Context: an optimization exercise on an open-source flow, tuned for small area, a short achievable clock period and few clock cycles per item. The choices shown serve that exercise and are no tape-out recipe. RTL that was checked went through simulation tests only; none was proved equivalent to the original. No functional check of the RTL was part of runs 6 and 7.

==> flow/design.v <==
module UT_TOP (
    clk,
    rst_n,
    in_valid,
    in_time,
    out_valid,
    out_display,
    out_day
);
input        clk, rst_n, in_valid;
input [30:0] in_time;
output reg       out_valid;
output reg [3:0] out_display;
output reg [2:0] out_day;
reg [9:0]  R;      
reg [21:0] L;      
reg [10:0] R2;     
reg [7:0]  B;      
reg [3:0]  C2;     
reg [2:0]  W;      
reg        y20;    
reg        jf;     
reg        busy;
reg [4:0]  k;      
function ge11;       
    input [10:0] t;
    input [10:0] K;
    reg   [15:0] g, e;
    integer i, w;
    begin
        for (i = 0; i < 16; i = i + 1) begin
            g[i] = (i < 11) ? (t[i] & ~K[i]) : 1'b0;
            e[i] = (i < 11) ? ~(t[i] ^ K[i]) : 1'b1;
        end
        for (w = 1; w < 16; w = w * 2)
            for (i = 0; i < 16; i = i + 2 * w) begin
                g[i] = g[i + w] | (e[i + w] & g[i]);
                e[i] = e[i + w] & e[i];
            end
        ge11 = g[0] | e[0];
    end
endfunction
function ge24;       
    input [23:0] t;
    input [23:0] K;
    reg   [31:0] g, e;
    integer i, w;
    begin
        for (i = 0; i < 32; i = i + 1) begin
            g[i] = (i < 24) ? (t[i] & ~K[i]) : 1'b0;
            e[i] = (i < 24) ? ~(t[i] ^ K[i]) : 1'b1;
        end
        for (w = 1; w < 32; w = w * 2)
            for (i = 0; i < 32; i = i + 2 * w) begin
                g[i] = g[i + w] | (e[i + w] & g[i]);
                e[i] = e[i + w] & e[i];
            end
        ge24 = g[0] | e[0];
    end
endfunction
function [3:0] dd;   
    input [3:0] d;
    integer i;
    reg [3:0] v;
    begin
        dd = 4'd0;
        for (i = 0; i < 16; i = i + 1) begin
            v = (i >= 5) ? i + 3 : i;
            if (d == i) dd = v;
        end
    end
endfunction
function [3:0] inc10;    
    input [3:0] d;
    begin
        inc10 = (d == 4'd9) ? 4'd0 : {d[3] | (d[2] & d[1] & d[0]),
                                     d[2] ^ (d[1] & d[0]),
                                     d[1] ^ d[0],
                                     ~d[0]};
    end
endfunction
function [2:0] w4;       
    input [2:0] w;
    input       a, b;
    integer i, j;
    reg [2:0] v;
    begin
        w4 = 3'd0;
        for (i = 0; i < 7; i = i + 1)
            for (j = 0; j < 4; j = j + 1) begin
                v = (4 * i + j + 9) % 7;
                if (w == i && {a, b} == j) w4 = v;
            end
    end
endfunction
function [2:0] w1;       
    input [2:0] w;
    input       a;
    integer i, j;
    reg [2:0] v;
    begin
        w1 = 3'd0;
        for (i = 0; i < 7; i = i + 1)
            for (j = 0; j < 2; j = j + 1) begin
                v = (2 * i + j + 3) % 7;
                if (w == i && a == j) w1 = v;
            end
    end
endfunction
reg  pm0, pm1, h0, n0, h1, n1, mon;           
wire k1  = (k == 5'd1);
wire k8  = (k == 5'd8);
wire k9  = (k == 5'd9);
wire k10 = (k == 5'd10);
wire k11 = (k == 5'd11);
wire [4:0] kn = busy ? k + 5'd1 : 5'd1;       
always @(posedge clk) begin
    pm0 <= (kn <= 5'd8);                                      
    pm1 <= (kn <= 5'd7);                                      
    h0  <= (kn == 5'd9) || (kn == 5'd10);                     
    h1  <= (kn == 5'd8) || (kn == 5'd9) || (kn == 5'd10);     
    n0  <= (kn >= 5'd11) && (kn <= 5'd13);                    
    n1  <= (kn >= 5'd11) && (kn <= 5'd13);
    mon <= (kn == 5'd10) || (kn == 5'd11);                    
end
function [10:0] step;    
    input [10:0] t;
    input        m, h, n;
    reg          q6, q9, q96;
    reg   [10:0] d6, d9, d96;
    begin
        q6  = ge11(t, 11'd675);
        q9  = ge11(t, 11'd900);
        q96 = ge11(t, 11'd960);
        d6  = t - 11'd675;
        d9  = t - 11'd900;
        d96 = t - 11'd960;
        if (m && q6)       step = {1'b1, d6[9:0]};
        else if (h && q9)  step = {1'b1, d9[9:0]};
        else if (n && q96) step = {1'b1, d96[9:0]};
        else               step = {1'b0, t[9:0]};
    end
endfunction
wire [10:0] s0 = step({R, L[21]}, pm0, h0, n0);
wire [10:0] s1 = step({s0[9:0], L[20]}, pm1, h1, n1);
wire        q0 = s0[10];
wire        q1 = s1[10];
function [11:0] step2;   
    input [11:0] t;
    input        mo;
    reg          qa, qb;
    reg   [11:0] da, db;
    begin
        qa = ge11(t[11:1], 11'd730) & (t[0] | ~(t[11:1] == 11'd730));    
        qb = ge11(t[11:1], 11'd979);                                      
        da = t - 12'd1461;
        db = t - 12'd1958;
        if (!mo && qa)     step2 = {1'b1, da[10:0]};
        else if (mo && qb) step2 = {1'b1, db[10:0]};
        else               step2 = {1'b0, t[10:0]};
    end
endfunction
wire        b0  = k1 ? 1'b0 : (pm0 && !k9) ? L[0] : (k9 || k10);
wire        b1  = pm0 ? q0 : k9;
wire [10:0] r2i = k10 ? {R2[10:2], 2'b01} : R2;
wire [11:0] u0  = step2({r2i, b0}, mon);
wire [11:0] u1  = step2({u0[10:0], b1}, mon);
wire [7:0] bb0 = {dd(B[7:4]), dd(B[3:0])};
wire [7:0] bb1 = {bb0[6:0], u0[11]};
wire [7:0] bb2 = {dd(bb1[7:4]), dd(bb1[3:0])};
wire [7:0] bb3 = {bb2[6:0], u1[11]};
wire [2:0] w2 = k8 ? w1(W, q0) : w4(W, q0, q1);
always @(posedge clk) begin
    if (!busy) begin
        R  <= {1'b0, in_time[30:22]};
        L  <= in_time[21:0];
        R2 <= 11'd1304;
        B  <= 8'h09;
        W  <= 3'd4;
    end else begin
        if (pm0 || h0 || n0) begin
            R <= s1[9:0];
            L <= {L[19:0], q0, q1};
        end
        if (pm0 || k9 || mon) begin
            R2 <= u1[10:0];
            if (!mon) B <= bb3;
        end
        if (pm0) W <= w2;
        if (mon) C2 <= {C2[1:0], u0[11], u1[11]};
        if (k1) y20 <= ge24({R[8:0], L[21:7]}, 24'd7395975);
        if (k10) jf <= ge11(R2, 11'd1224);
    end
end
always @(posedge clk or negedge rst_n) begin
    if (!rst_n) begin
        busy <= 1'b0;
        k    <= 5'd0;
    end else if (in_valid) begin
        busy <= 1'b1;
        k    <= 5'd1;
    end else if (busy) begin
        k    <= k + 5'd1;
        if (k == 5'd21) busy <= 1'b0;
    end
end
wire       jfc = k10 ? ge11(R2, 11'd1224) : jf;
wire       yc  = jfc && (B[3:0] == 4'd9);
wire [3:0] yt  = yc ? inc10(B[7:4]) : B[7:4];
wire [3:0] yo  = jfc ? inc10(B[3:0]) : B[3:0];
wire       mt = (C2 == 4'd7) || (C2 == 4'd8) || (C2 == 4'd9);
wire [3:0] mo = (C2 == 4'd7) ? 4'd0 : (C2 == 4'd8) || (C2 == 4'd10) ? 4'd1 :
                (C2 == 4'd9) || (C2 == 4'd11) ? 4'd2 : C2 + 4'd3;
reg [5:0] fld;
always @(*) begin
    if (k[4:1] == 4'd7)      fld = {1'b0, R2[10:6]};    
    else if (k[4:1] == 4'd8) fld = {1'b0, L[10:6]};     
    else if (k[4:1] == 4'd9) fld = L[5:0];              
    else                     fld = R[9:4];              
end
wire [3:0] dA   = dd({1'b0, fld[5:3]});
wire [3:0] dB   = dd({dA[2:0], fld[2]});
wire [3:0] dC   = dd({dB[2:0], fld[1]});
wire [6:0] fb   = {dA[3], dB[3], dC[3], dC[2:0], fld[0]};
wire       dinc = (k[4:1] == 4'd7);                      
wire [3:0] fo   = dinc ? inc10(fb[3:0]) : fb[3:0];
wire       tp1  = dinc && (fb[3:0] == 4'd9);            
wire [2:0] ft   = !tp1 ? fb[6:4] : (fb[5:4] == 2'd0) ? 3'd1 : (fb[5:4] == 2'd1) ? 3'd2 : 3'd3;
reg [3:0] digit;
always @(*) begin
    case (k)
        5'd8:    digit = y20 ? 4'd2 : 4'd1;
        5'd9:    digit = y20 ? 4'd0 : 4'd9;
        5'd10:   digit = yt;
        5'd11:   digit = yo;
        5'd12:   digit = {3'b000, mt};
        5'd13:   digit = mo;
        default: digit = k[0] ? fo : {1'b0, ft};
    endcase
end
wire [2:0] wday   = k8 ? w2 : W;
wire       outing = busy && (k >= 5'd8);
always @(posedge clk or negedge rst_n) begin
    if (!rst_n) begin
        out_valid   <= 1'b0;
        out_display <= 4'd0;
        out_day     <= 3'd0;
    end else if (outing) begin
        out_valid   <= 1'b1;
        out_display <= digit;
        out_day     <= wday;
    end else begin
        out_valid   <= 1'b0;
        out_display <= 4'd0;
        out_day     <= 3'd0;
    end
end
endmodule
==> flow/flow/run.sh <==
#!/bin/bash
# The standard layout, with timing repair aiming at 11.2 ns of setup slack
# instead of 0; the clock and the constraints stay the design's.
set -o pipefail
bash standard.sh SETUP_SLACK_MARGIN=11.2 finish > standard.log 2>&1
==> flow/standard.sh <==
#!/bin/bash
# synth_recipe.tcl (not shown) runs the flow's synth.tcl, then flattens the netlist and writes it again
# the make line also repeats each setting of config.mk as NAME=value (left out here)
make -C /OpenROAD-flow-scripts/flow DESIGN_CONFIG=/design/flow/config.mk WORK_HOME=/design/flow/orfs CLKGATE_MAP_FILE= SYNTH_SCRIPT=/design/flow/synth_recipe.tcl "${@:-finish}"
==> flow/config.mk <==
export PLATFORM = sky130hd
export DESIGN_NAME = UT_TOP
export DESIGN_NICKNAME = UT_TOP
export VERILOG_FILES = /design/flow/design.v
export SDC_FILE = /design/flow/constraint.sdc
export NUM_CORES = 4
export LEC_CHECK = 0
export ABC_AREA = 1
export CAP_MARGIN = 20
export CORE_MARGIN = 2
export CORE_UTILIZATION = 40
export SLEW_MARGIN = 20
==> flow/constraint.sdc <==
create_clock -name core_clock -period 15.0 [get_ports {clk}]
set_input_delay 3.0000 -clock core_clock [delete_from_list [all_inputs] [get_ports {clk}]]
set_output_delay 3.0000 -clock core_clock [all_outputs]
set_load 0.01 [all_outputs]
==> impl_metrics.json, run 1 <==
{
  "syn_to_final_growth_pct": 19.3,
  "wl_per_cell_um": 13.8,
  "fillers": 1992,
  "synth_top_area_cell": "nand2_1",
  "clock.fmax_mhz": 261,
  "yosysWarnings": 1,
  "antenna_cells": 0,
  "ios": 42,
  "synth_area_mm2": 0.00781,
  "synthArstFlopShare_pct": 17.5,
  "rows": 51,
  "die-area_mm2": 0.0207,
  "drive_above_1_share_pct": 15.7,
  "slew_violations": 0,
  "worstSetupPathType": "reg2out",
  "synth_seq_cells": 80,
  "fin_skew_ns": 0.00703,
  "place_hpwl_um": 15700,
  "die_h_um": 144,
  "firstDrtPassIters": 5,
  "synth_top_area_share_pct": 19.3,
  "drtAntennaViolNets": 0,
  "grt_antenna_before_repair": 0,
  "track_usage_pct": 21.1,
  "grt-ovfl-total": 0,
  "synthCells": 1245,
  "worst_slack_ns": 11.16,
  "cts_tree": "yes",
  "num-nets-final": 1378,
  "register_area_mm2": 0.00205,
  "end_kind": "primary output",
  "pre_cts_slack_ns": 10.34,
  "grt_pass1_wl_um": 35200,
  "rsz0062_at_grt": "yes",
  "clk_latency_ns": 0.35,
  "multi_input_area_mm2": 0.00521,
  "hold_path.class": "reg2reg",
  "core_area_mm2": 0.0193,
  "setup_violations": 0,
  "synthTopCellsByArea": "nand2_1, edfxtp_1, inv_1",
  "numPortBuffers": 41,
  "crit_slowest_cell": "dfrtp_1",
  "syn_nets": 1310,
  "post-route-min-period_ns": 3.84,
  "drc": 0,
  "status": "finished clean",
  "fin_crit_sh_pct": 25.6,
  "drt-total-wl_um": 21800,
  "grt_pass1_vias": 7376,
  "cp-start-kind": "flip-flop",
  "yosysUniqueCellTypes": 58,
  "gp_congestion": 0.892,
  "worst_slew_pin_slew_ns": 0.664,
  "cts_htree_levels": 3,
  "grt_max_degree": 54,
  "ctsRootBufferMaster": "clkbuf_16",
  "clkTransAtPathRegs_ns": 0.06,
  "seq_area_frac_synth_pct": 26.1,
  "numCtsBuffers": 9,
  "final_hold_viol_count": 0,
  "required_ns": 12.00,
  "synth_edf_count": 37,
  "path_max_fanout": 1,
  "syn_avg_cell_area_um2": 6.28,
  "critical-path-max-stage-delay_ns": 0.36,
  "num_vias": 8010,
  "routed_via_density": 5.06,
  "cpLargestDelayFamily": "flip-flops",
  "die_w_um": 144,
  "max_cap_violations": 0,
  "synth_most_common_cell": "nand2_1",
  "path_cells": "buf_2",
  "clock-sinks": 80,
  "relSlewSlack_pct": 55.6,
  "initial_core_util_pct": 40.4,
  "tns_ns": 0,
  "synthFlopType": "edfxtp_1",
  "crit_buf_inv": 1,
  "clockBufferDepth": 2,
  "drtIter0Drc": 592,
  "yosys-top-cells-count": "nand2_1, inv_1, o21ai_0, nor2_1, nand3_1",
  "worst_ep_arrival_time_ns": 0.84
}
layout make-up:
class	count	area share, %
clock buffer	9	2.42
clock inverter	7	0.658
inverter	182	7.55
multi-input combinational	953	55.9
sequential	80	22.0
tap	265	3.56
timing repair buffer	87	7.92
routing by layer:
metal / wire, um / GRT usage, %
met1: 10000 / 26.9
met2: 10600 / 37.2
met3: 598 / 2.47
met4: 484 / 6.40
met5: 0 / 0
worst min-delay path: stages (launching register included):
cell and delay, ns:
dfxtp_1 0.33, nand2_1 0.07, a21oi_1 0.05
path summary, 6_finish.rpt:
check                           cells past startpoint            startpoint  slack (ns)                   end
worst min register to register                      2     B[7]$_SDFFE_PN0P_        0.50     B[7]$_SDFFE_PN0P_
worst min-delay path                                2     B[7]$_SDFFE_PN0P_        0.50     B[7]$_SDFFE_PN0P_
max in group asynchronous                           1                 rst_n       11.53      k[4]$_DFFE_PN0P_
worst max-delay path                                1  out_day[2]$_DFF_PN0_       11.16            out_day[2]
min in group asynchronous                           1                 rst_n        3.04  out_day[1]$_DFF_PN0_
worst max register to register                     27      k[0]$_DFFE_PN0P_       11.34    R2[5]$_SDFFE_PN0P_
flip-flops by register name, summed over array words and instances (netlist names), 4 cells and up:
name,flops
out_display,4
L,22
B,8
R,10
C2,4
R2,11
k,5
timing repair:
| item | 4_1_cts | 5_1_grt |
|---|---|---|
| endpoints found under the hold margin | 0 | 0 |
| hold buffers | 0 | 0 |
| setup buffers | 5 | 37 |
| pin swaps | 6 | 24 |
| endpoints found under the setup margin | 35 | 39 |
| gates resized for setup | 56 | 71 |
| gates cloned | 1 | 2 |
cells in the final DEF (no fill, tap or decap), drive strengths merged:
| master | synthesis | final |
|---|---|---|
| nand2 | 423 | 424 |
| inv | 179 | 181 |
| o21ai | 117 | 117 |
| nor2 | 103 | 104 |
| nand3 | 87 | 87 |
| a21oi | 54 | 54 |
| buf | 17 | 54 |
| xor2 | 44 | 44 |
| edfxtp | 37 | 37 |
| clkdlybuf4s50 | 0 | 33 |
| ha | 31 | 31 |
| dfxtp | 29 | 29 |
| o211ai | 14 | 14 |
| dfrtp | 14 | 14 |
| nand4 | 13 | 13 |
| a31oi | 13 | 13 |
| clkbuf | 16 | 9 |
| nor3 | 9 | 9 |
| or2 | 7 | 7 |
| clkinv | 3 | 7 |
| o22ai | 6 | 6 |
| nand3b | 5 | 6 |
| o21a | 3 | 3 |
| o2111ai | 3 | 3 |
| xnor2 | 3 | 3 |
| a21boi | 3 | 3 |
| o21bai | 2 | 2 |
| a211oi | 2 | 2 |
| o31ai | 2 | 2 |
| nor4 | 1 | 1 |
| a31o | 1 | 1 |
| nor3b | 1 | 1 |
| and3 | 1 | 1 |
| o311ai | 1 | 1 |
| a311oi | 1 | 1 |
| bufinv | 0 | 1 |
metrics by stage:
step / hold WS, ns / area, um^2 / util (%) / std cells
floorplan: 0.449 / 7810 / - / 1245
global placement: 0.499 / 8410 / 43.5 / 1522
detailed placement: 0.500 / 8410 / 43.5 / 1522
CTS: 0.509 / 8780 / 45.4 / 1544
global route: 0.531 / 9320 / 48.2 / 1583
finish: 0.498 / 9320 / 48.2 / 1583
cell families (layout without fill, tap and decap cells):
| family | count (synthesis) | after routing | synth area share (%) |
|---|---|---|---|
| simple gates | 650 | 653 | 36.3 |
| compound gates | 222 | 222 | 16.1 |
| buf+inv | 215 | 285 | 11.1 |
| flops | 80 | 80 | 26.1 |
| xor+xnor | 47 | 47 | 5.37 |
| fa+ha+maj | 31 | 31 | 4.96 |
Testbench counts, summed over its fixed seeds: cycles 55,200, items 2,400.
==> inputs of run 2 (changes only) <==
==> flow/flow/run.sh (replaced) <==
#!/bin/bash
# The standard layout, with timing repair aiming at 11.0 ns of setup slack
# instead of 0; the clock and the constraints stay the design's.
set -o pipefail
bash standard.sh SETUP_SLACK_MARGIN=11.0 finish > standard.log 2>&1
==> run 2 against run 1 <==
Compared with the run above: maximum frequency down 2.6%; still clean; count of clock-buffer cells in the layout is the same; synthesized cell count unchanged; critical path depth unchanged; critical endpoint unchanged; wire length decreased by 1.0%; global-route usage rose by 0.062 points; hold slack improved by 0.00079 ns.
==> impl_metrics.json, run 2 <==
{
  "status": "finished clean",
  "clk_latency_ns": 0.35,
  "clockBufferDepth": 2,
  "r2r-start": "k[0]$_DFFE_PN0P_",
  "cts_tree": "yes",
  "initial_core_util_pct": 40.4,
  "synth_area_mm2": 0.00781,
  "largest_reg_flops": 22,
  "firstDrtPassIters": 5,
  "regToRegSetupSlack_ns": 11.19,
  "drc": 0,
  "synth_top_area_cell": "nand2_1",
  "grt-ovfl-total": 0,
  "drive_above_1_share_pct": 11.6,
  "path_max_fanout": 1,
  "num-nets-final": 1361,
  "end_kind": "primary output",
  "yosysWarnings": 1,
  "fillers": 2033,
  "ctsRootBufferMaster": "clkbuf_16",
  "grt_pass1_wl_um": 35300,
  "rsz0062_at_grt": "yes",
  "seq_area_frac_synth_pct": 26.1,
  "routed_via_density": 5.00,
  "path_cells": "clkdlybuf4s15_1",
  "ctsHoldBuffers": 0,
  "numCtsBuffers": 9,
  "crit_buf_inv": 1,
  "synthCells": 1245,
  "synthArstFlopShare_pct": 17.5,
  "hold_start": "B[7]$_SDFFE_PN0P_",
  "hold_path.class": "reg2reg",
  "synthTopCellsByArea": "nand2_1, edfxtp_1, inv_1",
  "synth_most_common_cell": "nand2_1",
  "worstSetupPathDepth": 1,
  "setup_violations": 0,
  "yosysUniqueCellTypes": 58,
  "multi_input_area_mm2": 0.00508,
  "final_util_pct": 46.9,
  "clock-sinks": 80,
  "grt_max_degree": 54,
  "core_area_mm2": 0.0193,
  "worst_ep_arrival_time_ns": 0.94,
  "post-route-min-period_ns": 3.94,
  "syn_to_final_growth_pct": 16.2,
  "grt_pass1_vias": 7400,
  "syn_avg_cell_area_um2": 6.28,
  "worstSetupPathType": "reg2out",
  "whs_path_depth": 2,
  "track_usage_pct": 21.1,
  "worstRegToRegCells": 28,
  "clock.fmax_mhz": 254,
  "critical-path-max-stage-delay_ns": 0.36,
  "clkTransAtPathRegs_ns": 0.06,
  "fin_crit_sh_pct": 26.3,
  "syn_nets": 1310,
  "cpLargestDelayFamily": "flip-flops",
  "cts_htree_levels": 3,
  "gp_congestion": 0.892,
  "grt_antenna_before_repair": 0,
  "die-area_mm2": 0.0207,
  "worst_slew_pin_slew_ns": 0.657,
  "numPortBuffers": 41,
  "reg.largest.list": "L (22), R2 (11), R (10)",
  "final_hold_viol_count": 0,
  "synth_seq_cells": 80,
  "hold_end": "B[7]$_SDFFE_PN0P_",
  "drtIter0Drc": 623,
  "final_cell_mix": "nand2_1, inv_1, o21ai_0",
  "drtAntennaViolNets": 0,
  "fin_skew_ns": 0.00620,
  "max_cap_violations": 0,
  "layout_commonest_cell": "nand2_1",
  "antenna_cells": 0,
  "crit_slowest_cell": "dfrtp_1",
  "largest-register": "L",
  "ios": 42,
  "relSlewSlack_pct": 56.1,
  "yosys-top-cells-count": "nand2_1, inv_1, o21ai_0, nor2_1, nand3_1",
  "register_area_mm2": 0.00205,
  "synth_top_area_share_pct": 19.3,
  "die_w_um": 144,
  "cp-start-kind": "flip-flop",
  "r2r-end": "R2[5]$_SDFFE_PN0P_",
  "required_ns": 12.00,
  "drt-total-wl_um": 21600,
  "tns_ns": 0,
  "num_vias": 7836,
  "slew_violations": 0,
  "die_h_um": 144,
  "rows": 51,
  "synthFlopType": "edfxtp_1",
  "wl_per_cell_um": 13.8,
  "place_hpwl_um": 15700,
  "synth_edf_count": 37
}
run 2: cell counts after synthesis:
No cell type changed its count.
run 2: area by class of cell:
cell class                 count  share of cell area, %
tap                          265                   3.65
clock buffer                   9                   2.48
timing repair buffer          70                   6.92
clock inverter                 7                  0.675
sequential                    80                   22.5
multi-input combinational    953                   56.0
inverter                     182                   7.73
run 2: worst max path at each step:
| stage | from | endpoint | slack (ns) |
|---|---|---|---|
| floorplan | k[0]$_DFFE_PN0P_ | C2[0]$_DFFE_PP_ | 11.28 |
| global placement | k[0]$_DFFE_PN0P_ | R2[5]$_SDFFE_PN0P_ | 10.40 |
| detailed placement | k[0]$_DFFE_PN0P_ | R2[5]$_SDFFE_PN0P_ | 10.34 |
| CTS | out_day[0]$_DFF_PN0_ | out_day[0] | 11.00 |
| global route | R[5]$_DFFE_PP_ | R[6]$_DFFE_PP_ | 10.97 |
| finish | out_day[2]$_DFF_PN0_ | out_day[2] | 11.06 |
run 2: repair_timing:
| action | CTS | global route |
|---|---|---|
| endpoints found under the setup margin | 34 | 36 |
| resized for setup | 26 | 40 |
| cloned | 2 | 1 |
| buffers inserted | 4 | 21 |
| pin swaps | 5 | 10 |
run 2: worst min-delay path, delay by kind of cell, from the launching register on:
| family | cells | cell delay, ns |
|---|---|---|
| AO/OA/AOI/OAI | 1 | 0.05 |
| flip-flops | 1 | 0.33 |
| AND/OR/NAND/NOR | 1 | 0.07 |
run 2: through the flow:
stage	hold WS (ns)	std cells	cell area (um^2)	worst slack (ns)
floorplan	0.449	1245	7810	11.28
global placement	0.499	1522	8410	10.40
detailed placement	0.500	1522	8410	10.34
CTS	0.509	1544	8790	11.00
global route	0.531	1566	9080	10.97
finish	0.499	1566	9080	11.06
run 2: kinds of logic (layout without fill, tap and decap cells):
kind of cell / after synthesis / count (layout) / synth area share, %
adders and majority gates: 31 / 31 / 4.96
and+or+nand+nor: 650 / 653 / 36.3
AOI/OAI and AO/OA: 222 / 222 / 16.1
DFF: 80 / 80 / 26.1
xor gates and xnor gates: 47 / 47 / 5.37
buffers and inverters: 215 / 268 / 11.1
run 2: routing by layer:
layer	global-route usage, %	vias up	share of wire (%)
met5	0	-	0
met2	37.2	141	49
met3	2.43	35	2.7
met1	26.8	3546	46
met4	7.02	0	2.1
li1	-	4114	-
==> inputs of run 3 (changes only) <==
==> flow/flow/run.sh (replaced) <==
#!/bin/bash
# The standard layout, with timing repair aiming at 10.9 ns of setup slack
# instead of 0; the clock and the constraints stay the design's.
set -o pipefail
bash standard.sh SETUP_SLACK_MARGIN=10.9 finish > standard.log 2>&1
--- a/flow/config.mk
+++ b/flow/config.mk
@@ -6,5 +6,4 @@
 export NUM_CORES = 4
 export LEC_CHECK = 0
-export ABC_AREA = 1
 export CAP_MARGIN = 20
 export CORE_MARGIN = 2
==> run 3 against run 2 <==
Compared with the run above: still clean; synthesized area fell by 4.5%; count of clock-buffer cells in the layout up 3; clock skew up 0.0056 ns; die area down 4.4%; register-to-register slack worse by 0.61 ns; hold slack gained 0.072 ns; final area up 5.4%; critical path type is now reg2reg; critical endpoint is now R2[8]$_SDFFE_PN1P_; largest cell class unchanged.
==> impl_metrics.json, run 3 <==
{
  "final_cell_mix": "buf_4, nand2_1, nor2_1",
  "fin_skew_ns": 0.0118,
  "synth_edf_count": 37,
  "hold_ws_ns": 0.571,
  "numPortBuffers": 41,
  "die-area_mm2": 0.0198,
  "num-nets-final": 1068,
  "num_vias": 7494,
  "firstDrtPassIters": 5,
  "drt-total-wl_um": 23200,
  "clock-sinks": 80,
  "grt_pass1_wl_um": 36200,
  "grt_antenna_before_repair": 0,
  "largest_reg_flops": 22,
  "clkTransAtPathRegs_ns": 0.07,
  "path_max_fanout": 4,
  "rsz0062_at_grt": "yes",
  "place_hpwl_um": 15000,
  "cts_tree": "yes",
  "synth_top_area_share_pct": 14.9,
  "final_cell_area_mm2": 0.00956,
  "syn_to_final_growth_pct": 28.2,
  "drive_above_1_share_pct": 25.1,
  "antenna_cells": 0,
  "drtAntennaViolNets": 0,
  "drc": 0,
  "syn_avg_cell_area_um2": 7.95,
  "synth_most_common_cell": "nor2_1",
  "seq_area_frac_synth_pct": 27.4,
  "clk_latency_ns": 0.36,
  "worst_slew_pin_slew_ns": 1.04,
  "yosys-top-cells-count": "nor2_1, nand2_1, a21oi_1, o21ai_0, clkbuf_1",
  "fillers": 1656,
  "synthFlopType": "edfxtp_1",
  "slew_violations": 0,
  "setup_violations": 0,
  "dpl_cell_area_mm2": 0.00811,
  "required_ns": 15.20,
  "track_usage_pct": 22.6,
  "routed_via_density": 6.06,
  "rows": 49,
  "max_cap_violations": 0,
  "register_area_mm2": 0.00205,
  "ctsRootBufferMaster": "clkbuf_16",
  "final_hold_viol_count": 0,
  "fin_crit_sh_pct": 29.5,
  "hold_path.class": "reg2reg",
  "grt_pass1_vias": 7014,
  "syn_nets": 1003,
  "tns_ns": 0,
  "yosysWarnings": 1,
  "cts_htree_levels": 3,
  "synth_seq_cells": 80,
  "relSlewSlack_pct": 30.7,
  "clock.fmax_mhz": 226,
  "ios": 42,
  "wl_per_cell_um": 18.8,
  "end_kind": "flip-flop",
  "synthArstFlopShare_pct": 17.5,
  "whs_path_depth": 0,
  "worst_ep_arrival_time_ns": 4.62,
  "core_area_mm2": 0.0181,
  "worstRegToRegCells": 20,
  "status": "finished clean",
  "synth_top_area_cell": "edfxtp_1",
  "clockBufferDepth": 2,
  "yosysUniqueCellTypes": 86,
  "pre_cts_slack_ns": 9.87,
  "layout_commonest_cell": "buf_4",
  "die_w_um": 141,
  "post-route-min-period_ns": 4.42,
  "synthCells": 938,
  "layout.cells.non_filler": 1237,
  "place_inst": 1145,
  "gp_congestion": 0.931,
  "drtIter0Drc": 676,
  "grt_max_degree": 62,
  "synthTopCellsByArea": "edfxtp_1, dfxtp_1, ha_1",
  "worstSetupPathType": "reg2reg",
  "cp-start-kind": "flip-flop",
  "worst_slack_ns": 10.58,
  "initial_core_util_pct": 41.1,
  "die_h_um": 141,
  "multi_input_area_mm2": 0.00567,
  "grt-ovfl-total": 0,
  "synth_area_mm2": 0.00746,
  "largest-register": "L",
  "reg.largest.list": "L (22), R2 (11), R (10)",
  "numCtsBuffers": 9
}
-- run 3: cell count changes after synthesis, sizes merged, moves of 11 or more --
cell	change
mux2	+30
clkbuf	+37
nand2b	+14
o21ai	-40
nor2	-22
nand2	-346
xor2	-26
xnor2	+39
a211oi	+11
nor3	+16
inv	-136
nand3	-61
a21oi	+18
-- run 3: cell type report --
| type | instances | area share, % |
|---|---|---|
| well taps | 229 | 3.00 |
| repair buffers | 123 | 10.8 |
| clock buffers | 12 | 3.02 |
| flip-flops and latches | 80 | 21.4 |
| clock inverters | 4 | 0.563 |
| inverters | 44 | 1.84 |
| multi-input cells | 745 | 59.3 |
-- run 3: path summary, 6_finish.rpt --
| path | start | endpoint | slack (ns) |
|---|---|---|---|
| max | k[0]$_DFFE_PN0P_ | R2[8]$_SDFFE_PN1P_ | 10.58 |
| min | C2[1]$_DFFE_PP_ | C2[3]$_DFFE_PP_ | 0.57 |
| max reg2reg | k[0]$_DFFE_PN0P_ | R2[8]$_SDFFE_PN1P_ | 10.58 |
| min reg2reg | C2[1]$_DFFE_PP_ | C2[3]$_DFFE_PP_ | 0.57 |
| max in group asynchronous | rst_n | k[4]$_DFFE_PN0P_ | 11.46 |
| min in group asynchronous | rst_n | out_valid$_DFF_PN0_ | 3.06 |
-- run 3: cells by family (layout without fill, tap and decap cells) --
kind of cell / after synthesis / in the layout / share of synthesized area (%)
AO/OA/AOI/OAI: 301 / 302 / 27.4
XOR/XNOR: 60 / 60 / 7.04
adder cells (fa/ha/maj): 31 / 31 / 5.20
buffers and inverters: 114 / 183 / 6.00
flip-flops: 80 / 80 / 27.4
multiplexers: 39 / 39 / 5.74
AND/OR/NAND/NOR: 313 / 313 / 21.2
-- run 3: through the flow --
| step | utilization, % |
|---|---|
| after floorplan | - |
| after global placement | 44.7 |
| after detailed placement | 44.7 |
| after CTS | 50.0 |
| after global routing | 52.7 |
| final | 52.7 |
-- run 3: per-layer routing --
metal	global-route usage, %	share of wire, %
met1	29.3	44
met2	38.8	49
met3	3.80	4.2
met4	6.95	2.1
met5	0	0
-- run 3: repair_timing --
action                     4_1_cts  5_1_grt
hold buffers                     0        0
setup endpoints to repair       35       29
resized for setup               60       72
gates cloned                     1        0
buffers inserted                50       25
pin swaps                       31       26
-- run 3: critical path, cell delays in order (launching register included) --
cell and delay [ns]:
dfrtp_2 0.43, clkinv_4 0.06, ha_4 0.13, nand4bb_4 0.14, and2_4 0.20, ha_4 0.15, or4_4 0.54, a41oi_4 0.30
nor2b_4 0.24, nor4_4 0.05, o22ai_2 0.22, ha_4 0.18, nand2_2 0.04, a2111o_1 0.42, a311oi_4 0.38, buf_4 0.20
o21ai_4 0.08, nor3_2 0.23, nor4_4 0.07, mux2i_1 0.16, a31oi_1 0.05
==> inputs of run 4 (changes only) <==
--- a/flow/config.mk
+++ b/flow/config.mk
@@ -6,6 +6,8 @@
 export NUM_CORES = 4
 export LEC_CHECK = 0
+export ABC_AREA = 1
 export CAP_MARGIN = 20
 export CORE_MARGIN = 2
 export CORE_UTILIZATION = 40
+export GPL_TIMING_DRIVEN = 1
 export SLEW_MARGIN = 20
==> run 4 against run 3 <==
Compared with the run above: critical path type is now reg2out; synthesized area up 4.7%; critical endpoint is now out_day[2]; wire length down 8.8%; still clean; final area down 6.5%.
==> impl_metrics.json, run 4 <==
{
  "numPortBuffers": 41,
  "clockBufferDepth": 2,
  "synthTopCellsByArea": "nand2_1, edfxtp_1, inv_1",
  "status": "finished clean",
  "crit_slowest_cell": "dfrtp_1",
  "core_area_mm2": 0.0193,
  "final_cell_area_mm2": 0.00894,
  "antenna_cells": 0,
  "cp-start-kind": "flip-flop",
  "wl_per_cell_um": 13.6,
  "dpl_cell_area_mm2": 0.00841,
  "critical-path-max-stage-delay_ns": 0.36,
  "fin_skew_ns": 0.00531,
  "synthCells": 1245,
  "final_cell_mix": "nand2_1, inv_1, o21ai_0",
  "synth_most_common_cell": "nand2_1",
  "syn_nets": 1310,
  "rsz0062_at_grt": "no",
  "slew_violations": 0,
  "worst_ep_arrival_time_ns": 0.98,
  "routed_via_density": 5.01,
  "drtAntennaViolNets": 0,
  "busiest_layer": "met2",
  "relSlewSlack_pct": 55.8,
  "synth_top_area_cell": "nand2_1",
  "cts_tree": "yes",
  "use_met3_pct": 2.33,
  "synthArstFlopShare_pct": 17.5,
  "worst_slew_pin_slew_ns": 0.661,
  "crit_buf_inv": 1,
  "clk_latency_ns": 0.35,
  "drive_above_1_share_pct": 10.1,
  "die_w_um": 144,
  "post-route-min-period_ns": 3.98,
  "path_cells": "dlygate4sd2_1",
  "yosys-top-cells-count": "nand2_1, inv_1, o21ai_0, nor2_1, nand3_1",
  "hold_path.class": "reg2reg",
  "grt_use_met1_pct": 26.8,
  "drt-total-wl_um": 21200,
  "num-nets-final": 1352,
  "setup_violations": 0,
  "ios": 42,
  "path_max_fanout": 1,
  "synth_seq_cells": 80,
  "syn_to_final_growth_pct": 14.4,
  "gp_congestion": 0.892,
  "end_kind": "primary output",
  "die_h_um": 144,
  "reg.largest.list": "L (22), R2 (11), R (10)",
  "clkTransAtPathRegs_ns": 0.06,
  "clock-sinks": 80,
  "grt-ovfl-total": 0,
  "cts_htree_levels": 3,
  "synth_area_mm2": 0.00781,
  "grt_use_met2_pct": 36.8,
  "fin_crit_sh_pct": 26.6,
  "place_hpwl_um": 15700,
  "worst_slack_ns": 11.02,
  "drc": 0,
  "max_cap_violations": 0,
  "final_hold_viol_count": 0,
  "die-area_mm2": 0.0207,
  "clock.fmax_mhz": 251,
  "initial_core_util_pct": 40.4,
  "worstSetupPathType": "reg2out",
  "num_vias": 7795,
  "rows": 51,
  "regToRegSetupSlack_ns": 11.15,
  "largest-register": "L",
  "pre_cts_slack_ns": 10.34,
  "synth_edf_count": 37,
  "required_ns": 12.00,
  "cpLargestDelayFamily": "flip-flops",
  "firstDrtPassIters": 5,
  "largest_reg_flops": 22,
  "ctsRootBufferMaster": "clkbuf_16",
  "yosysWarnings": 1,
  "synth_top_area_share_pct": 19.3,
  "drtIter0Drc": 572,
  "grt_pass1_wl_um": 34900,
  "layout_commonest_cell": "nand2_1",
  "grt_antenna_before_repair": 0,
  "grt_max_degree": 54,
  "tns_ns": 0,
  "track_usage_pct": 20.9,
  "yosysUniqueCellTypes": 58,
  "grt_pass1_vias": 7313,
  "syn_avg_cell_area_um2": 6.28,
  "synthFlopType": "edfxtp_1",
  "seq_area_frac_synth_pct": 26.1,
  "numCtsBuffers": 9
}
-- run 4: per-layer routing --
layer	vias up	part of all wire, %
met5	-	0
met4	0	1.8
met3	27	2.5
met2	145	49
met1	3532	47
li1	4091	-
-- run 4: logic make-up (layout without fill, tap and decap cells) --
logic type	Yosys count	after routing	synth area share [%]
DFF	80	80	26.1
xor gates and xnor gates	47	47	5.37
buffers and inverters	215	261	11.1
adders and majority gates	31	31	4.96
AOI/OAI and AO/OA	222	222	16.1
and+or+nand+nor	650	651	36.3
-- run 4: timing repair --
item | in CTS | in global routing
pin swaps | 3 | 7
gates cloned | 1 | 0
hold buffers | 0 | 0
resized for setup | 19 | 22
buffers inserted | 2 | 16
setup endpoints to repair | 31 | 28
-- run 4: stage by stage --
| stage | cells | utilization, % | hold WS (ns) |
|---|---|---|---|
| 3_5_place_dp | 1522 | 43.5 | 0.500 |
| 4_1_cts | 1541 | 45.2 | 0.509 |
| 6_report | 1557 | 46.2 | 0.499 |
| 5_1_grt | 1557 | 46.2 | 0.531 |
| 2_1_floorplan | 1245 | - | 0.449 |
| 3_3_place_gp | 1522 | 43.5 | 0.499 |
-- run 4: cell type report --
cell class	count	area (um^2)
well taps	265	332
clock inverters	7	61.3
clock buffers	9	225
multi-input cells	951	5020
inverters	182	697
fillers	2046	10400
flip-flops and latches	80	2040
repair buffers	63	566
-- run 4: path summary, 6_finish.rpt --
| check | start | to | depth (start not counted) |
|---|---|---|---|
| max in group asynchronous | rst_n | k[0]$_DFFE_PN0P_ | 1 |
| worst max register to register | k[0]$_DFFE_PN0P_ | C2[0]$_DFFE_PP_ | 21 |
| worst min-delay path | B[7]$_SDFFE_PN0P_ | B[7]$_SDFFE_PN0P_ | 2 |
| worst max-delay path | out_day[2]$_DFF_PN0_ | out_day[2] | 1 |
| min in group asynchronous | rst_n | out_day[1]$_DFF_PN0_ | 1 |
| worst min register to register | B[7]$_SDFFE_PN0P_ | B[7]$_SDFFE_PN0P_ | 2 |
==> inputs of run 5 (changes only) <==
--- a/flow/config.mk
+++ b/flow/config.mk
@@ -10,4 +10,3 @@
 export CORE_MARGIN = 2
 export CORE_UTILIZATION = 40
-export GPL_TIMING_DRIVEN = 1
 export SLEW_MARGIN = 20
==> run 5 against run 4 <==
Compared with the run above: still clean; cell count did not move; wire length did not move; global-route usage did not move; critical endpoint unchanged; largest cell class unchanged.
==> impl_metrics.json, run 5 <==
{
  "crit_slowest_cell": "dfrtp_1",
  "regToRegSetupSlack_ns": 11.15,
  "synthCells": 1245,
  "antenna_cells": 0,
  "yosysWarnings": 1,
  "die_h_um": 144,
  "clkTransAtPathRegs_ns": 0.06,
  "drtIter0Drc": 572,
  "track_usage_pct": 20.9,
  "rows": 51,
  "reg.largest.list": "L (22), R2 (11), R (10)",
  "synth_top_area_share_pct": 19.3,
  "ctsRootBufferMaster": "clkbuf_16",
  "cts_tree": "yes",
  "whs_path_depth": 2,
  "layout.cells.non_filler": 1557,
  "numPortBuffers": 41,
  "end_kind": "primary output",
  "hold_end": "B[7]$_SDFFE_PN0P_",
  "cpLargestDelayFamily": "flip-flops",
  "clock-sinks": 80,
  "multi_input_area_mm2": 0.00502,
  "die_w_um": 144,
  "syn_nets": 1310,
  "grt_antenna_before_repair": 0,
  "cp-start-kind": "flip-flop",
  "drc": 0,
  "post-route-min-period_ns": 3.98,
  "r2r-start": "k[0]$_DFFE_PN0P_",
  "routed_via_density": 5.01,
  "dpl_cell_area_mm2": 0.00841,
  "synthTopCellsByArea": "nand2_1, edfxtp_1, inv_1",
  "seq_area_frac_synth_pct": 26.1,
  "gp_congestion": 0.892,
  "relSlewSlack_pct": 55.8,
  "hold_path.class": "reg2reg",
  "synth_top_area_cell": "nand2_1",
  "path_cells": "dlygate4sd2_1",
  "grt-ovfl-total": 0,
  "drive_above_1_share_pct": 10.1,
  "wl_per_cell_um": 13.6,
  "worst_slew_pin_slew_ns": 0.661,
  "clk_latency_ns": 0.35,
  "required_ns": 12.00,
  "clockBufferDepth": 2,
  "slew_violations": 0,
  "synth_most_common_cell": "nand2_1",
  "synth_area_mm2": 0.00781,
  "crit_buf_inv": 1,
  "setup_violations": 0,
  "worstRegToRegCells": 21,
  "hold_ws_ns": 0.499,
  "layout_commonest_cell": "nand2_1",
  "ios": 42,
  "grt_max_degree": 54,
  "worst_ep_arrival_time_ns": 0.98,
  "worstSetupPathType": "reg2out",
  "path_max_fanout": 1,
  "ctsHoldBuffers": 0,
  "tns_ns": 0,
  "max_cap_violations": 0,
  "final_hold_viol_count": 0,
  "firstDrtPassIters": 5,
  "drtAntennaViolNets": 0,
  "fin_skew_ns": 0.00531,
  "synth_edf_count": 37,
  "num_vias": 7795,
  "syn_avg_cell_area_um2": 6.28,
  "final_cell_area_mm2": 0.00894,
  "fin_crit_sh_pct": 26.6,
  "place_hpwl_um": 15700,
  "yosys-top-cells-count": "nand2_1, inv_1, o21ai_0, nor2_1, nand3_1",
  "critical-path-max-stage-delay_ns": 0.36,
  "place_inst": 1522,
  "fillers": 2046,
  "largest-register": "L",
  "synthFlopType": "edfxtp_1",
  "largest_reg_flops": 22,
  "status": "finished clean",
  "die-area_mm2": 0.0207,
  "final_cell_mix": "nand2_1, inv_1, o21ai_0",
  "syn_to_final_growth_pct": 14.4,
  "numCtsBuffers": 9,
  "r2r-end": "C2[0]$_DFFE_PP_",
  "grt_pass1_wl_um": 34900,
  "register_area_mm2": 0.00204,
  "initial_core_util_pct": 40.4,
  "synth_seq_cells": 80,
  "core_area_mm2": 0.0193,
  "drt-total-wl_um": 21200,
  "yosysUniqueCellTypes": 58,
  "clock.fmax_mhz": 251,
  "synthArstFlopShare_pct": 17.5,
  "num-nets-final": 1352,
  "rsz0062_at_grt": "no",
  "hold_start": "B[7]$_SDFFE_PN0P_",
  "grt_pass1_vias": 7313,
  "cts_htree_levels": 3
}
run 5: cell counts after synthesis:
No cell type changed its count.
run 5: how the worst max path moves through the flow:
stage                                     from                  to  depth (start not counted)
final                     out_day[2]$_DFF_PN0_          out_day[2]                          1
after global routing            R[2]$_DFFE_PP_   W[1]$_SDFFE_PN0P_                         26
after CTS                     k[0]$_DFFE_PN0P_  R2[4]$_SDFFE_PN1P_                         29
after detailed placement      k[0]$_DFFE_PN0P_  R2[5]$_SDFFE_PN0P_                         28
after global placement        k[0]$_DFFE_PN0P_  R2[5]$_SDFFE_PN0P_                         28
after floorplan               k[0]$_DFFE_PN0P_     C2[0]$_DFFE_PP_                         25
run 5: layer usage:
layer | track usage [%] | vias to the layer above | share of wire, %
li1 | - | 4091 | -
met1 | 26.8 | 3532 | 47
met2 | 36.8 | 145 | 49
met3 | 2.33 | 27 | 2.5
met4 | 6.45 | 0 | 1.8
met5 | 0 | - | 0
run 5: logic make-up (layout without fill, tap and decap cells):
group           after synthesis  count (layout)  share of synthesized area (%)
fa+ha+maj                    31              31                           4.96
buf+inv                     215             261                           11.1
compound gates              222             222                           16.1
flops                        80              80                           26.1
simple gates                650             651                           36.3
xor+xnor                     47              47                           5.37
run 5: layout make-up:
type                    instances  share of cell area (%)
clock inverters                 7                   0.686
inverters                     182                    7.79
repair buffers                 63                    6.33
flip-flops and latches         80                    22.9
clock buffers                   9                    2.52
multi-input cells             951                    56.1
well taps                     265                    3.71
run 5: stage by stage:
stage	util [%]	setup slack, ns
2_1_floorplan	-	11.28
3_3_place_gp	43.5	10.40
3_5_place_dp	43.5	10.34
4_1_cts	45.2	10.93
5_1_grt	46.2	10.87
6_report	46.2	11.02
run 5: what timing repair did:
action                     4_1_cts  5_1_grt
pin swaps                        3        7
resized for setup               19       22
setup endpoints to repair       31       28
cloned                           1        0
buffers inserted                 2       16
==> inputs of run 6 (changes only) <==
--- a/flow/design.v
+++ b/flow/design.v
@@ -59,51 +59,38 @@
     end
 endfunction
-function [3:0] dd;   
-    input [3:0] d;
-    integer i;
-    reg [3:0] v;
-    begin
-        dd = 4'd0;
-        for (i = 0; i < 16; i = i + 1) begin
-            v = (i >= 5) ? i + 3 : i;
-            if (d == i) dd = v;
-        end
-    end
-endfunction
-function [3:0] inc10;    
-    input [3:0] d;
-    begin
-        inc10 = (d == 4'd9) ? 4'd0 : {d[3] | (d[2] & d[1] & d[0]),
-                                     d[2] ^ (d[1] & d[0]),
-                                     d[1] ^ d[0],
-                                     ~d[0]};
-    end
-endfunction
-function [2:0] w4;       
-    input [2:0] w;
+function [3:0] dd;
+    input [3:0] d;      
+    begin
+        dd[0] = (~d[3] & ~d[2] & d[0]) | (d[2] & d[1] & ~d[0]) | (d[3] & ~d[0]);
+        dd[1] = (~d[2] & d[1]) | (d[1] & d[0]) | (d[3] & ~d[0]);
+        dd[2] = (d[2] & ~d[1] & ~d[0]) | (d[3] & d[0]);
+        dd[3] = (d[2] & d[0]) | (d[2] & d[1]) | (d[3]);
+    end
+endfunction
+function [3:0] inc10;
+    input [3:0] d;      
+    begin
+        inc10[0] = (~d[0]);
+        inc10[1] = (~d[3] & ~d[1] & d[0]) | (d[1] & ~d[0]);
+        inc10[2] = (~d[2] & d[1] & d[0]) | (d[2] & ~d[1]) | (d[2] & ~d[0]);
+        inc10[3] = (d[2] & d[1] & d[0]) | (d[3] & ~d[0]);
+    end
+endfunction
+function [2:0] w4;
+    input [2:0] w;      
     input       a, b;
-    integer i, j;
-    reg [2:0] v;
-    begin
-        w4 = 3'd0;
-        for (i = 0; i < 7; i = i + 1)
-            for (j = 0; j < 4; j = j + 1) begin
-                v = (4 * i + j + 9) % 7;
-                if (w == i && {a, b} == j) w4 = v;
-            end
-    end
-endfunction
-function [2:0] w1;       
-    input [2:0] w;
+    begin
+        w4[0] = (~w[2] & ~w[1] & ~w[0] & b) | (~w[1] & w[0] & a & ~b) | (~w[2] & w[1] & ~w[0] & ~b) | (w[1] & w[0] & b) | (~w[1] & ~w[0] & ~a & b) | (w[2] & w[0] & ~b) | (w[2] & w[1] & a & b) | (w[2] & w[1] & ~a & ~b);
+        w4[1] = (~w[2] & ~w[1] & ~w[0] & ~a) | (~w[2] & ~w[1] & ~a & ~b) | (~w[2] & w[0] & a & b) | (~w[2] & ~w[0] & ~a & ~b) | (~w[2] & w[1] & a & b) | (w[1] & w[0] & a) | (w[2] & ~w[1] & a & ~b) | (w[2] & w[0] & ~a & b) | (w[2] & w[1] & ~a & b);
+        w4[2] = (~w[2] & ~w[0] & a) | (~w[2] & ~w[1] & w[0] & ~a & ~b) | (w[2] & ~w[0] & ~a) | (w[2] & w[0] & a & b) | (w[1] & ~w[0] & ~a & b) | (~w[1] & ~w[0] & a & ~b);
+    end
+endfunction
+function [2:0] w1;
+    input [2:0] w;      
     input       a;
-    integer i, j;
-    reg [2:0] v;
-    begin
-        w1 = 3'd0;
-        for (i = 0; i < 7; i = i + 1)
-            for (j = 0; j < 2; j = j + 1) begin
-                v = (2 * i + j + 3) % 7;
-                if (w == i && a == j) w1 = v;
-            end
+    begin
+        w1[0] = (~w[2] & ~w[1] & ~a) | (~w[2] & w[1] & a) | (w[2] & ~w[1] & ~w[0] & a) | (w[2] & w[1] & ~a);
+        w1[1] = (~w[2] & ~w[1] & ~w[0] & ~a) | (~w[2] & w[0] & a) | (w[1] & w[0]) | (w[2] & w[0] & ~a) | (w[2] & w[1] & a);
+        w1[2] = (~w[2] & ~w[1] & a) | (w[2] & ~w[1] & ~w[0]) | (~w[1] & w[0] & ~a);
     end
 endfunction
@@ -209,7 +196,17 @@
 wire [3:0] yt  = yc ? inc10(B[7:4]) : B[7:4];
 wire [3:0] yo  = jfc ? inc10(B[3:0]) : B[3:0];
-wire       mt = (C2 == 4'd7) || (C2 == 4'd8) || (C2 == 4'd9);
-wire [3:0] mo = (C2 == 4'd7) ? 4'd0 : (C2 == 4'd8) || (C2 == 4'd10) ? 4'd1 :
-                (C2 == 4'd9) || (C2 == 4'd11) ? 4'd2 : C2 + 4'd3;
+function [4:0] mbcd;
+    input [3:0] m;      
+    begin
+        mbcd[0] = (~m[0]);
+        mbcd[1] = (~m[3] & ~m[1] & ~m[0]) | (~m[2] & m[1] & m[0]) | (m[3] & m[0]);
+        mbcd[2] = (~m[3] & ~m[2] & m[0]) | (~m[3] & ~m[2] & m[1]) | (m[2] & ~m[1] & ~m[0]);
+        mbcd[3] = (m[2] & ~m[1] & m[0]) | (m[2] & m[1] & ~m[0]);
+        mbcd[4] = (m[2] & m[1] & m[0]) | (m[3] & ~m[1]);
+    end
+endfunction
+wire [4:0] mb = mbcd(C2);
+wire       mt = mb[4];
+wire [3:0] mo = mb[3:0];
 reg [5:0] fld;
 always @(*) begin
==> flow/flow/run.sh (replaced) <==
#!/bin/bash
# The standard layout, with timing repair aiming at 10.9 ns of setup slack
# instead of 0, and the port buffers made with buf_4 cells; the clock and the
# constraints stay the design's.
set -o pipefail
bash standard.sh SETUP_SLACK_MARGIN=10.9 "BUFFER_PORTS_ARGS=-buffer_cell sky130_fd_sc_hd__buf_4" finish > standard.log 2>&1
==> run 6 against run 5 <==
Compared with the run above: still clean; final area shrank 2.1%; die area shrank 1.7%; maximum frequency grew 3.1%; clock skew grew 0.0034 ns; via count grew 4.0%; hold slack gained 0.021 ns; highest routed layer is now met5.
==> impl_metrics.json, run 6 <==
{
  "reg.largest.list": "L (22), R2 (11), R (10)",
  "end_kind": "primary output",
  "fin_crit_sh_pct": 25.8,
  "synth_edf_count": 37,
  "wl_met3_um": 1160,
  "clock-sinks": 80,
  "max_cap_violations": 0,
  "clockBufferDepth": 2,
  "wl_per_cell_um": 14.5,
  "numPortBuffers": 41,
  "slew_violations": 0,
  "core_area_mm2": 0.0188,
  "grt-ovfl-total": 0,
  "die_w_um": 143,
  "gp_congestion": 0.890,
  "synth_top_area_cell": "nand2_1",
  "antenna_cells": 0,
  "drt-total-wl_um": 22300,
  "cts_htree_levels": 3,
  "num_vias": 8104,
  "required_ns": 12.00,
  "die-area_mm2": 0.0203,
  "syn_to_final_growth_pct": 14.0,
  "route.layer.met1.wl_um": 10800,
  "relSlewSlack_pct": 52.7,
  "synthArstFlopShare_pct": 17.5,
  "highest_layer": "met5",
  "crit_slowest_cell": "dfrtp_1",
  "clkTransAtPathRegs_ns": 0.06,
  "rows": 50,
  "fillers": 1999,
  "setup_violations": 0,
  "grt_pass1_vias": 7389,
  "ctsRootBufferMaster": "clkbuf_16",
  "synthCells": 1251,
  "cpLargestDelayFamily": "flip-flops",
  "path_max_fanout": 1,
  "post-route-min-period_ns": 3.86,
  "crit_buf_inv": 1,
  "whs_path_depth": 2,
  "status": "finished clean",
  "largest_reg_flops": 22,
  "routed_via_density": 5.27,
  "place_inst": 1496,
  "seq_area_frac_synth_pct": 26.6,
  "die_h_um": 143,
  "worstRegToRegCells": 27,
  "synth_most_common_cell": "nand2_1",
  "path_cells": "buf_4",
  "drtAntennaViolNets": 0,
  "worst_slew_pin_slew_ns": 0.704,
  "layout.cells.non_filler": 1537,
  "worst_slack_ns": 11.14,
  "worst_ep_arrival_time_ns": 0.86,
  "syn_nets": 1308,
  "place_hpwl_um": 16900,
  "grt_pass1_wl_um": 36700,
  "largest-register": "L",
  "cts_tree": "yes",
  "tns_ns": 0,
  "initial_core_util_pct": 40.9,
  "layout_commonest_cell": "nand2_1",
  "worstSetupPathType": "reg2out",
  "track_usage_pct": 22.4,
  "drc": 0,
  "num-nets-final": 1355,
  "clock.fmax_mhz": 259,
  "final_cell_mix": "nand2_1, inv_1, nand3_1",
  "drive_above_1_share_pct": 14.2,
  "worstSetupPathDepth": 1,
  "yosysWarnings": 1,
  "final_hold_viol_count": 0,
  "yosysUniqueCellTypes": 50,
  "fin_skew_ns": 0.00872,
  "firstDrtPassIters": 5,
  "ios": 42,
  "wl_met2_um": 9920,
  "clk_latency_ns": 0.35,
  "grt_max_degree": 47,
  "synthFlopType": "edfxtp_1",
  "syn_avg_cell_area_um2": 6.14,
  "rsz0062_at_grt": "yes",
  "synth_top_area_share_pct": 21.4,
  "synth_area_mm2": 0.00768,
  "synth_seq_cells": 80,
  "pre_cts_slack_ns": 10.50,
  "yosys-top-cells-count": "nand2_1, inv_1, nand3_1, nor2_1, o21ai_0",
  "synthTopCellsByArea": "nand2_1, edfxtp_1, dfxtp_1",
  "hold_path.class": "reg2reg",
  "grt_antenna_before_repair": 1,
  "numCtsBuffers": 9,
  "drtIter0Drc": 659,
  "critical-path-max-stage-delay_ns": 0.38,
  "cp-start-kind": "flip-flop"
}
-- run 6: changes by cell type after synthesis, moves of 5 or more --
| cell | before | now |
|---|---|---|
| o21ai_0 | 101 | 76 |
| nor3_1 | 8 | 20 |
| o21ai_1 | 12 | 17 |
| nand2_4 | 2 | 9 |
| o22ai_1 | 6 | 1 |
| a21oi_1 | 53 | 47 |
| nand3_1 | 82 | 105 |
| nand2_1 | 402 | 437 |
| xor2_1 | 43 | 33 |
| inv_1 | 163 | 152 |
| ha_1 | 31 | 23 |
-- run 6: layout make-up --
class / instances / area (um^2) / share of cell area, %
well taps: 234 / 293 / 3.34
flip-flops and latches: 80 / 2050 / 23.4
multi-input cells: 964 / 4880 / 55.8
clock inverters: 7 / 104 / 1.19
clock buffers: 9 / 225 / 2.57
repair buffers: 70 / 538 / 6.15
inverters: 173 / 667 / 7.62
-- run 6: logic make-up (layout without fill, tap and decap cells) --
| group | Yosys count | after routing | synth area share (%) |
|---|---|---|---|
| flops | 80 | 80 | 26.6 |
| simple gates | 720 | 720 | 40.8 |
| xor+xnor | 35 | 35 | 3.99 |
| compound gates | 186 | 186 | 13.9 |
| fa+ha+maj | 23 | 23 | 3.75 |
| buf+inv | 207 | 259 | 11.0 |
-- run 6: worst paths after layout --
path	startpoint	endpoint	slack, ns
setup / recovery	out_display[3]$_DFF_PN0_	out_display[3]	11.14
hold / removal	R[9]$_SDFFE_PN0P_	R[9]$_SDFFE_PN0P_	0.52
setup reg to reg	k[0]$_DFFE_PN0P_	B[0]$_SDFFE_PN1P_	11.19
hold reg to reg	R[9]$_SDFFE_PN0P_	R[9]$_SDFFE_PN0P_	0.52
max in group asynchronous	rst_n	k[3]$_DFFE_PN0P_	12.29
min in group asynchronous	rst_n	out_day[2]$_DFF_PN0_	2.50
-- run 6: timing repair --
item / CTS / global route
hold buffers: 0 / 0
endpoints found under the setup margin: 27 / 27
gates resized for setup: 7 / 24
pin swaps: 1 / 4
setup buffers: 1 / 24
-- run 6: per-stage QoR --
| step | instance area, um^2 | utilization, % | hold WS [ns] |
|---|---|---|---|
| final | 8750 | 46.6 | 0.521 |
| after global routing | 8750 | 46.6 | 0.541 |
| after CTS | 8470 | 45.1 | 0.520 |
| after detailed placement | 8120 | 43.3 | 0.512 |
| after global placement | 8120 | 43.3 | 0.512 |
| after floorplan | 7680 | - | 0.470 |
-- run 6: layer usage --
metal,vias to the layer above,track usage [%]
met5,-,0
met4,2,6.93
met1,3699,31.9
met2,251,35.3
li1,4116,-
met3,36,2.73
-- run 6: worst register-to-register path: stages (launching register included) --
cell      delay [ns]
dfrtp_2         0.45
inv_2           0.13
ha_2            0.22
nand3_4         0.13
nand2_4         0.12
inv_1           0.08
ha_1            0.22
inv_1           0.12
nand2_1         0.11
nand2_2         0.10
nand3_2         0.10
nand2_4         0.13
clkinv_4        0.11
nor2_1          0.11
o21ai_1         0.08
o21ai_2         0.13
ha_2            0.25
nand2_1         0.06
nor2_1          0.15
inv_1           0.06
nor2_2          0.12
nand3_1         0.09
nand2_2         0.11
inv_2           0.08
nand2_4         0.14
nand2_2         0.09
nand2_1         0.08
o211ai_2        0.07
==> inputs of run 7 (changes only) <==
==> flow/flow/run.sh (replaced) <==
#!/bin/bash
# The standard layout, with timing repair aiming at 11.2 ns of setup slack
# instead of 0, and the port buffers made with buf_4 cells; the clock and the
# constraints stay the design's.
set -o pipefail
bash standard.sh SETUP_SLACK_MARGIN=11.2 "BUFFER_PORTS_ARGS=-buffer_cell sky130_fd_sc_hd__buf_4" finish > standard.log 2>&1
==> run 7 against run 6 <==
Compared with the run above: largest cell class unchanged; critical path type unchanged; hold slack improved by 0.011 ns; wire length rose by 0.95%; highest routed layer is now met4; global-route usage shrank 0.40 points; non-clock buffer count up 1; synthesized area unchanged; worst setup slack better by 0.0060 ns.
==> impl_metrics.json, run 7 <==
{
  "status": "finished clean",
  "worstRegToRegCells": 26,
  "path_cells": "buf_6",
  "num-nets-final": 1358,
  "max_cap_violations": 0,
  "firstDrtPassIters": 7,
  "rsz0062_at_grt": "yes",
  "setup_violations": 0,
  "whs_path_depth": 2,
  "initial_core_util_pct": 40.9,
  "hold_ws_ns": 0.532,
  "drtAntennaViolNets": 0,
  "die-area_mm2": 0.0203,
  "grt_max_degree": 47,
  "wl_per_cell_um": 14.6,
  "cts_htree_levels": 3,
  "clock.fmax_mhz": 259,
  "synthTopCellsByArea": "nand2_1, edfxtp_1, dfxtp_1",
  "grt_pass1_wl_um": 35800,
  "ctsRootBufferMaster": "clkbuf_16",
  "syn_nets": 1308,
  "die_h_um": 143,
  "yosysWarnings": 1,
  "yosys-top-cells-count": "nand2_1, inv_1, nand3_1, nor2_1, o21ai_0",
  "synth_seq_cells": 80,
  "hold_end": "R[9]$_SDFFE_PN0P_",
  "fin_skew_ns": 0.00804,
  "routed_via_density": 5.30,
  "hold_path.class": "reg2reg",
  "slew_violations": 0,
  "relSlewSlack_pct": 29.5,
  "num_vias": 8155,
  "numPortBuffers": 41,
  "track_usage_pct": 22.0,
  "drtIter0Drc": 575,
  "required_ns": 12.00,
  "post-route-min-period_ns": 3.86,
  "fin_crit_sh_pct": 25.7,
  "cts_tree": "yes",
  "seq_area_frac_synth_pct": 26.6,
  "path_max_fanout": 1,
  "largest_reg_flops": 22,
  "tns_ns": 0,
  "worstSetupPathType": "reg2out",
  "yosysUniqueCellTypes": 50,
  "r2r-end": "R[0]$_DFFE_PP_",
  "drt-total-wl_um": 22500,
  "worst_slew_pin_slew_ns": 1.05,
  "r2r-start": "L[21]$_DFFE_PP_",
  "gp_congestion": 0.915,
  "fillers": 1973,
  "synth_most_common_cell": "nand2_1",
  "grt-ovfl-total": 0,
  "layout_commonest_cell": "nand2_1",
  "synthArstFlopShare_pct": 17.5,
  "antenna_cells": 0,
  "cpLargestDelayFamily": "flip-flops",
  "end_kind": "primary output",
  "clk_latency_ns": 0.35,
  "drive_above_1_share_pct": 15.5,
  "clkTransAtPathRegs_ns": 0.07,
  "worst_ep_arrival_time_ns": 0.86,
  "rows": 50,
  "crit_slowest_cell": "dfrtp_1",
  "final_hold_viol_count": 0,
  "synth_edf_count": 37,
  "core_area_mm2": 0.0188,
  "regToRegSetupSlack_ns": 11.36,
  "grt_pass1_vias": 7244,
  "critical-path-max-stage-delay_ns": 0.38,
  "place_hpwl_um": 16700,
  "final_cell_mix": "nand2_1, inv_1, nand3_1",
  "hold_start": "R[9]$_SDFFE_PN0P_",
  "cp-start-kind": "flip-flop",
  "synthCells": 1251,
  "synthFlopType": "edfxtp_1",
  "reg.largest.list": "L (22), R2 (11), R (10)",
  "largest-register": "L",
  "die_w_um": 143,
  "ios": 42,
  "clockBufferDepth": 2,
  "synth_top_area_cell": "nand2_1",
  "grt_antenna_before_repair": 0,
  "clock-sinks": 80,
  "numCtsBuffers": 9,
  "syn_to_final_growth_pct": 15.3,
  "synth_area_mm2": 0.00768,
  "crit_buf_inv": 1,
  "synth_top_area_share_pct": 21.4,
  "syn_avg_cell_area_um2": 6.14,
  "final_util_pct": 47.2,
  "ctsHoldBuffers": 0,
  "drc": 0
}
==> run 7: area by class of cell <==
cell class	instances	area (um^2)	area share, %
clock buffer	10	239	2.70
tap	234	293	3.31
clock inverter	6	50.0	0.565
multi-input combinational	966	4990	56.3
sequential	80	2050	23.1
inverter	173	673	7.60
timing repair buffer	71	563	6.36
==> run 7: worst max path at each step <==
| stage | startpoint | endpoint | slack (ns) | depth (start not counted) |
|---|---|---|---|---|
| 6_report | out_display[0]$_DFF_PN0_ | out_display[0] | 11.14 | 1 |
| 3_5_place_dp | R[5]$_DFFE_PP_ | R[2]$_DFFE_PP_ | 10.49 | 26 |
| 2_1_floorplan | k[0]$_DFFE_PN0P_ | R2[9]$_SDFFE_PN0P_ | 11.22 | 35 |
| 5_1_grt | out_display[1]$_DFF_PN0_ | out_display[1] | 11.12 | 1 |
| 3_3_place_gp | R[5]$_DFFE_PP_ | R[2]$_DFFE_PP_ | 10.52 | 26 |
| 4_1_cts | out_display[0]$_DFF_PN0_ | out_display[0] | 11.13 | 1 |
==> run 7: metal layers <==
layer | track usage, % | share of wire (%) | vias to the layer above
li1 | - | - | 4143
met3 | 2.99 | 6.0 | 33
met2 | 34.2 | 44 | 258
met4 | 7.50 | 2.2 | 0
met5 | 0 | 0 | -
met1 | 31.2 | 48 | 3721
==> run 7: stage by stage <==
step	area, um^2	cells	setup slack, ns
after global placement	8120	1496	10.52
after global routing	8850	1540	11.12
after detailed placement	8120	1496	10.49
after CTS	8530	1520	11.13
after floorplan	7680	1251	11.22
final	8850	1540	11.14
==> run 7: cell families (layout without fill, tap and decap cells) <==
logic type	after synthesis	after routing	synth area share, %
and+or+nand+nor	720	722	40.8
DFF	80	80	26.6
xor gates and xnor gates	35	35	3.99
AOI/OAI and AO/OA	186	186	13.9
buffers and inverters	207	260	11.0
adders and majority gates	23	23	3.75
==> run 7: what timing repair did <==
item | in CTS | in global routing
setup buffers | 8 | 18
pin swaps | 2 | 6
endpoints found under the setup margin | 35 | 35
gates cloned | 0 | 2
gates resized for setup | 22 | 44

afterwards: timing with drivers on the ports:
In the flow no input, the clock included, has a driving cell. The finished layouts below were timed again as built, in two steps.
Step 1 (the two cells are an assumption about what drives the block):
set clk [get_ports {clk}]
set_driving_cell -lib_cell sky130_fd_sc_hd__clkbuf_16 $clk
set_driving_cell -lib_cell sky130_fd_sc_hd__buf_2 [delete_from_list [all_inputs] $clk]
Step 2, shift: input delay + t, output delay - t, t = (earliest + latest rising clock arrival at the registers) / 2. This alone moves slack from input paths to output paths.
Slacks: ideal / step 1 / step 2; pairs: ideal / step 1.
run | t (ns) | setup slack, ns | hold WS [ns] | worst setup path after step 2 | worst slew at a driven data input, ns
run 1 | 0.388 | 11.162 / 11.121 / 11.093 | 0.498 / 0.498 / 0.498 | input to register | 0.04
run 2 | 0.390 | 11.061 / 11.019 / 11.098 | 0.499 / 0.499 / 0.499 | input to register | 0.04
run 3 | 0.402 | 10.579 / 10.579 / 10.579 | 0.571 / 0.571 / 0.571 | register to register | 0.05
run 4 | 0.387 | 11.017 / 10.974 / 11.098 | 0.499 / 0.499 / 0.499 | input to register | 0.04
run 5 | 0.387 | 11.017 / 10.974 / 11.098 | 0.499 / 0.499 / 0.499 | input to register | 0.04
run 6 | 0.394 | 11.136 / 11.090 / 11.194 | 0.521 / 0.521 / 0.521 | register to register | 0.05
run 7 | 0.392 | 11.142 / 11.098 / 11.345 | 0.532 / 0.532 / 0.532 | input to register | 0.04
After both steps every run listed still meets setup and hold. For run 1, which loses most, drivers alone change the setup slack by -0.041 ns; drivers and shift together by -0.069 ns.
